Background: an optimization exercise with open tools, aiming at small area. Do not read the settings as production practice.
The RTL was checked by simulation tests, not by an equivalence proof against the original design.
Power figures rest on the tool's default switching activity, not on a simulated workload.

Setup of v22:
==> flow/design.v (excerpt) <==
module connect_four(
    input clock,
    input reset,                        
    input rbtn, lbtn, mbtn, bbtn,
    output logic [7:0] row, greenColumn, blueColumn
    );
==> flow/config.mk <==
export PLATFORM = sky130hd
export DESIGN_NAME = connect_four
export DESIGN_NICKNAME = connect_four
export VERILOG_FILES = /design/flow/design.v
export SDC_FILE = /design/flow/constraint.sdc
export NUM_CORES = 4
export LEC_CHECK = 0
export CAP_MARGIN = 20
export CORE_MARGIN = 2
export CORE_UTILIZATION = 40
export CTS_BUF_LIST = sky130_fd_sc_hd__clkbuf_8
export PLACE_DENSITY = 0.6
export SLEW_MARGIN = 20
==> flow/constraint.sdc <==
create_clock -name core_clock -period 10.0 [get_ports {clock}]
set_input_delay 2.0000 -clock core_clock [delete_from_list [all_inputs] [get_ports {clock}]]
set_output_delay 2.0000 -clock core_clock [all_outputs]
set_load 0.01 [all_outputs]
standard.sh (not shown) runs the stock make flow with config.mk's settings and CLKGATE_MAP_FILE= SYNTH_SCRIPT=/design/flow/synth_recipe.tcl, a recipe that flattens the netlist after the stock synthesis.
==> flow/flow/run.sh <==
#!/bin/bash
# Layout flow: the standard ORFS flow with these changes.
#  1. The design is synthesized again from design.v with the same Yosys
#     front end as the standard synthesis (synth -flatten -nofsm -noshare,
#     the same $func$ renaming) but an area-oriented ABC script (deepsyn). Each
#     flip-flop is then given the instance name of the standard synthesis's
#     flip-flop on the same Q net; the two must pair one to one with the
#     same cell types. If they do not, the standard netlist's combinational
#     logic is re-mapped with an area ABC script instead, keeping its
#     flip-flops as they are.
#  2. Ports are buffered with the smallest buffer (buf_1).
#  3. Clock tree synthesis adds no dummy loads.
# Each tool's full output goes to a log file in this folder.
set -euo pipefail
HERE=$(pwd)
R=$HERE/orfs/results/$FLOW_PLATFORM/connect_four/base
LIB=$FLOW_HOME/platforms/$FLOW_PLATFORM/lib/sky130_fd_sc_hd__tt_025C_1v80.lib
KNOBS=("BUFFER_PORTS_ARGS=-buffer_cell sky130_fd_sc_hd__buf_1"
       "CTS_ARGS=-sink_clustering_enable -repair_clock_nets -buf_list sky130_fd_sc_hd__clkbuf_8 -dont_use_dummy_load")
ABC="abc -liberty $LIB -dont_use *lpflow* -dont_use *probe* -script $HERE/flow/area.abc"
ABC_DEEP="abc -liberty $LIB -dont_use *lpflow* -dont_use *probe* -script $HERE/flow/deep.abc"
FINISH="opt_clean -purge
setundef -zero
hilomap -singleton -hicell sky130_fd_sc_hd__conb_1 HI -locell sky130_fd_sc_hd__conb_1 LO
insbuf -buf sky130_fd_sc_hd__buf_4 A X
splitnets
opt_clean -purge
check -assert -mapped"

ffs() { grep -oE '^ *sky130_fd_sc_hd__df[a-z0-9_]+ [^ ]+' "$1" | sort; }

bash standard.sh "${KNOBS[@]}" synth > 1_standard_synth.log 2>&1
cp "$R/1_2_yosys.v" 1_2_yosys_standard.v

# 2a. own synthesis from the design
cat > own_synth.ys <<EOT
read_liberty -lib $LIB
read_verilog -sv $FLOW_DESIGN
synth -flatten -top $FLOW_TOP -nofsm -noshare
rename -hide w:*\$func\$*
dfflibmap -liberty $LIB -dont_use *lpflow* -dont_use *probe*
opt
$ABC_DEEP
$FINISH
write_verilog -noattr -nohex -nodec own_unnamed.v
EOT
CHOSEN=""
if yosys -s own_synth.ys > own_synth.log 2>&1 &&
   python3 flow/ffnames.py 1_2_yosys_standard.v own_unnamed.v own_rename.ys > ffnames.log 2>&1; then
  cat > own_rename_apply.ys <<EOT
read_liberty -lib $LIB
read_verilog own_unnamed.v
hierarchy -top $FLOW_TOP
cd $FLOW_TOP
script own_rename.ys
cd
tee -o own_stat.txt stat -liberty $LIB
write_verilog -noattr -nohex -nodec own_named.v
EOT
  if yosys -s own_rename_apply.ys > own_rename_apply.log 2>&1 &&
     diff <(ffs 1_2_yosys_standard.v) <(ffs own_named.v) > ff_check_own.log 2>&1; then
    CHOSEN=own_named.v
  fi
fi

# 2b. otherwise re-map the standard netlist's combinational logic
if [[ -z "$CHOSEN" ]]; then
  python3 flow/mkmap.py "$LIB" cells_map.v > mkmap.log 2>&1
  cat > resynth.ys <<EOT
read_liberty -lib $LIB
read_verilog 1_2_yosys_standard.v
hierarchy -top $FLOW_TOP
techmap -map cells_map.v
techmap
opt -fast
opt_clean -purge
$ABC
$FINISH
tee -o resynth_stat.txt stat -liberty $LIB
write_verilog -noattr -nohex -nodec 1_2_yosys_resynth.v
EOT
  yosys -s resynth.ys > resynth.log 2>&1
  diff <(ffs 1_2_yosys_standard.v) <(ffs 1_2_yosys_resynth.v) > ff_check_resynth.log 2>&1
  CHOSEN=1_2_yosys_resynth.v
fi
echo "netlist used: $CHOSEN" > netlist_choice.log
cp "$CHOSEN" "$R/1_2_yosys.v"
rm -f "$R/1_synth.odb"

# 3. the rest of the standard flow
bash standard.sh "${KNOBS[@]}" finish > 2_standard_finish.log 2>&1
Other scripts of this flow, unchanged in this note and not shown: flow/flow/area.abc, flow/flow/deep.abc, flow/flow/ffnames.py, flow/flow/mkmap.py
> inputs changed (v22 -> v21)
diff --git a/flow/flow/run.sh b/flow/flow/run.sh
--- a/flow/flow/run.sh
+++ b/flow/flow/run.sh
@@ -7,5 +7,5 @@
 #     flip-flop on the same Q net; the two must pair one to one with the
 #     same cell types. If they do not, the standard netlist's combinational
-#     logic is re-mapped with an area ABC script instead, keeping its
+#     logic is re-mapped with the same ABC script instead, keeping its
 #     flip-flops as they are.
 #  2. Ports are buffered with the smallest buffer (buf_1).
### Flow results
- As far as wire length of the first global-routing pass goes, v21 and v22 are indistinguishable; the numbers are identical.
- Re share of the final layout cell area in sequential cells: no difference whatsoever between v21 and v22.
- Any difference in worst setup slack between v21 and v22 is small enough to ignore.
- Re total number of sequential cells: no difference whatsoever between v21 and v22.
- v22 -> v21: final setup skew delta 0, exact match
- Going from v22 to v21, full die area saw little to no change; routed wire length saw little to no change; number of tap instances saw little to no change; maximum frequency saw little to no change.
- Compared with v22, in v21 boundary pin count flat, post-detailed-route via-to-cell ratio flat.
Inputs modified between v21 and v32:
diff --git a/flow/flow/run.sh b/flow/flow/run.sh
--- a/flow/flow/run.sh
+++ b/flow/flow/run.sh
@@ -7,8 +7,10 @@
 #     flip-flop on the same Q net; the two must pair one to one with the
 #     same cell types. If they do not, the standard netlist's combinational
-#     logic is re-mapped with the same ABC script instead, keeping its
+#     logic is re-mapped with an area ABC script instead, keeping its
 #     flip-flops as they are.
 #  2. Ports are buffered with the smallest buffer (buf_1).
 #  3. Clock tree synthesis adds no dummy loads.
+#  4. The layout steps after synthesis do not use buffers of drive 4 and up
+#     (the platform's own don't-use cells stay don't-use).
 # Each tool's full output goes to a log file in this folder.
 set -euo pipefail
@@ -89,3 +91,5 @@
 
 # 3. the rest of the standard flow
-bash standard.sh "${KNOBS[@]}" finish > 2_standard_finish.log 2>&1
+PLATFORM_DONT_USE="sky130_fd_sc_hd__probe_p_8 sky130_fd_sc_hd__probec_p_8 sky130_fd_sc_hd__lpflow_bleeder_1 sky130_fd_sc_hd__lpflow_clkbufkapwr_1 sky130_fd_sc_hd__lpflow_clkbufkapwr_16 sky130_fd_sc_hd__lpflow_clkbufkapwr_2 sky130_fd_sc_hd__lpflow_clkbufkapwr_4 sky130_fd_sc_hd__lpflow_clkbufkapwr_8 sky130_fd_sc_hd__lpflow_clkinvkapwr_1 sky130_fd_sc_hd__lpflow_clkinvkapwr_16 sky130_fd_sc_hd__lpflow_clkinvkapwr_2 sky130_fd_sc_hd__lpflow_clkinvkapwr_4 sky130_fd_sc_hd__lpflow_clkinvkapwr_8 sky130_fd_sc_hd__lpflow_decapkapwr_12 sky130_fd_sc_hd__lpflow_decapkapwr_3 sky130_fd_sc_hd__lpflow_decapkapwr_4 sky130_fd_sc_hd__lpflow_decapkapwr_6 sky130_fd_sc_hd__lpflow_decapkapwr_8 sky130_fd_sc_hd__lpflow_inputiso0n_1 sky130_fd_sc_hd__lpflow_inputiso0p_1 sky130_fd_sc_hd__lpflow_inputiso1n_1 sky130_fd_sc_hd__lpflow_inputiso1p_1 sky130_fd_sc_hd__lpflow_inputisolatch_1 sky130_fd_sc_hd__lpflow_isobufsrc_1 sky130_fd_sc_hd__lpflow_isobufsrc_16 sky130_fd_sc_hd__lpflow_isobufsrc_2 sky130_fd_sc_hd__lpflow_isobufsrc_4 sky130_fd_sc_hd__lpflow_isobufsrc_8 sky130_fd_sc_hd__lpflow_isobufsrckapwr_16 sky130_fd_sc_hd__lpflow_lsbuf_lh_hl_isowell_tap_1 sky130_fd_sc_hd__lpflow_lsbuf_lh_hl_isowell_tap_2 sky130_fd_sc_hd__lpflow_lsbuf_lh_hl_isowell_tap_4 sky130_fd_sc_hd__lpflow_lsbuf_lh_isowell_4 sky130_fd_sc_hd__lpflow_lsbuf_lh_isowell_tap_1 sky130_fd_sc_hd__lpflow_lsbuf_lh_isowell_tap_2 sky130_fd_sc_hd__lpflow_lsbuf_lh_isowell_tap_4"
+SMALL_BUFFERS_ONLY="sky130_fd_sc_hd__buf_4 sky130_fd_sc_hd__buf_6 sky130_fd_sc_hd__buf_8 sky130_fd_sc_hd__buf_12 sky130_fd_sc_hd__buf_16 sky130_fd_sc_hd__bufbuf_8 sky130_fd_sc_hd__bufbuf_16 sky130_fd_sc_hd__bufinv_8 sky130_fd_sc_hd__bufinv_16"
+bash standard.sh "${KNOBS[@]}" "DONT_USE_CELLS=$PLATFORM_DONT_USE $SMALL_BUFFERS_ONLY" finish > 2_standard_finish.log 2>&1
[summary]
[compare] base=v21 new=v32: peak supply drop higher; end-of-flow core utilization has remained practically unchanged.
Diff v21 -> v32: cell internal power dissipation ~0 delta; setup slack picked up an extra 32 ps.
The final reports for v32 and v21 show overall routing resource usage higher in the former.
The non-clock buffer count in v21 is 0.943 times that in v32.

-- port drivers added, routing unchanged --
In the flow no input, the clock included, has a driving cell. The finished layouts below were timed again as built, in two steps. Step 1, drivers: a clkbuf_16 drives clock and a buf_2 each remaining input, both assumed. Step 2 times the ports against the registers' clock, not the clock port: input delays grow and output delays shrink by t, the midpoint of the rising clock arrivals with the driver on. Slacks: ideal / step 1 / step 2; pairs: ideal / step 1.
run	t (ns)	setup WS [ns]	hold slack, ns
v22	0.399	4.899 / 4.865 / 5.264	0.460 / 0.460 / 0.460
v21	0.399	4.899 / 4.865 / 5.264	0.460 / 0.460 / 0.460
v32	0.405	4.931 / 4.896 / 5.301	0.460 / 0.460 / 0.460
After both steps every run listed still meets setup and hold.
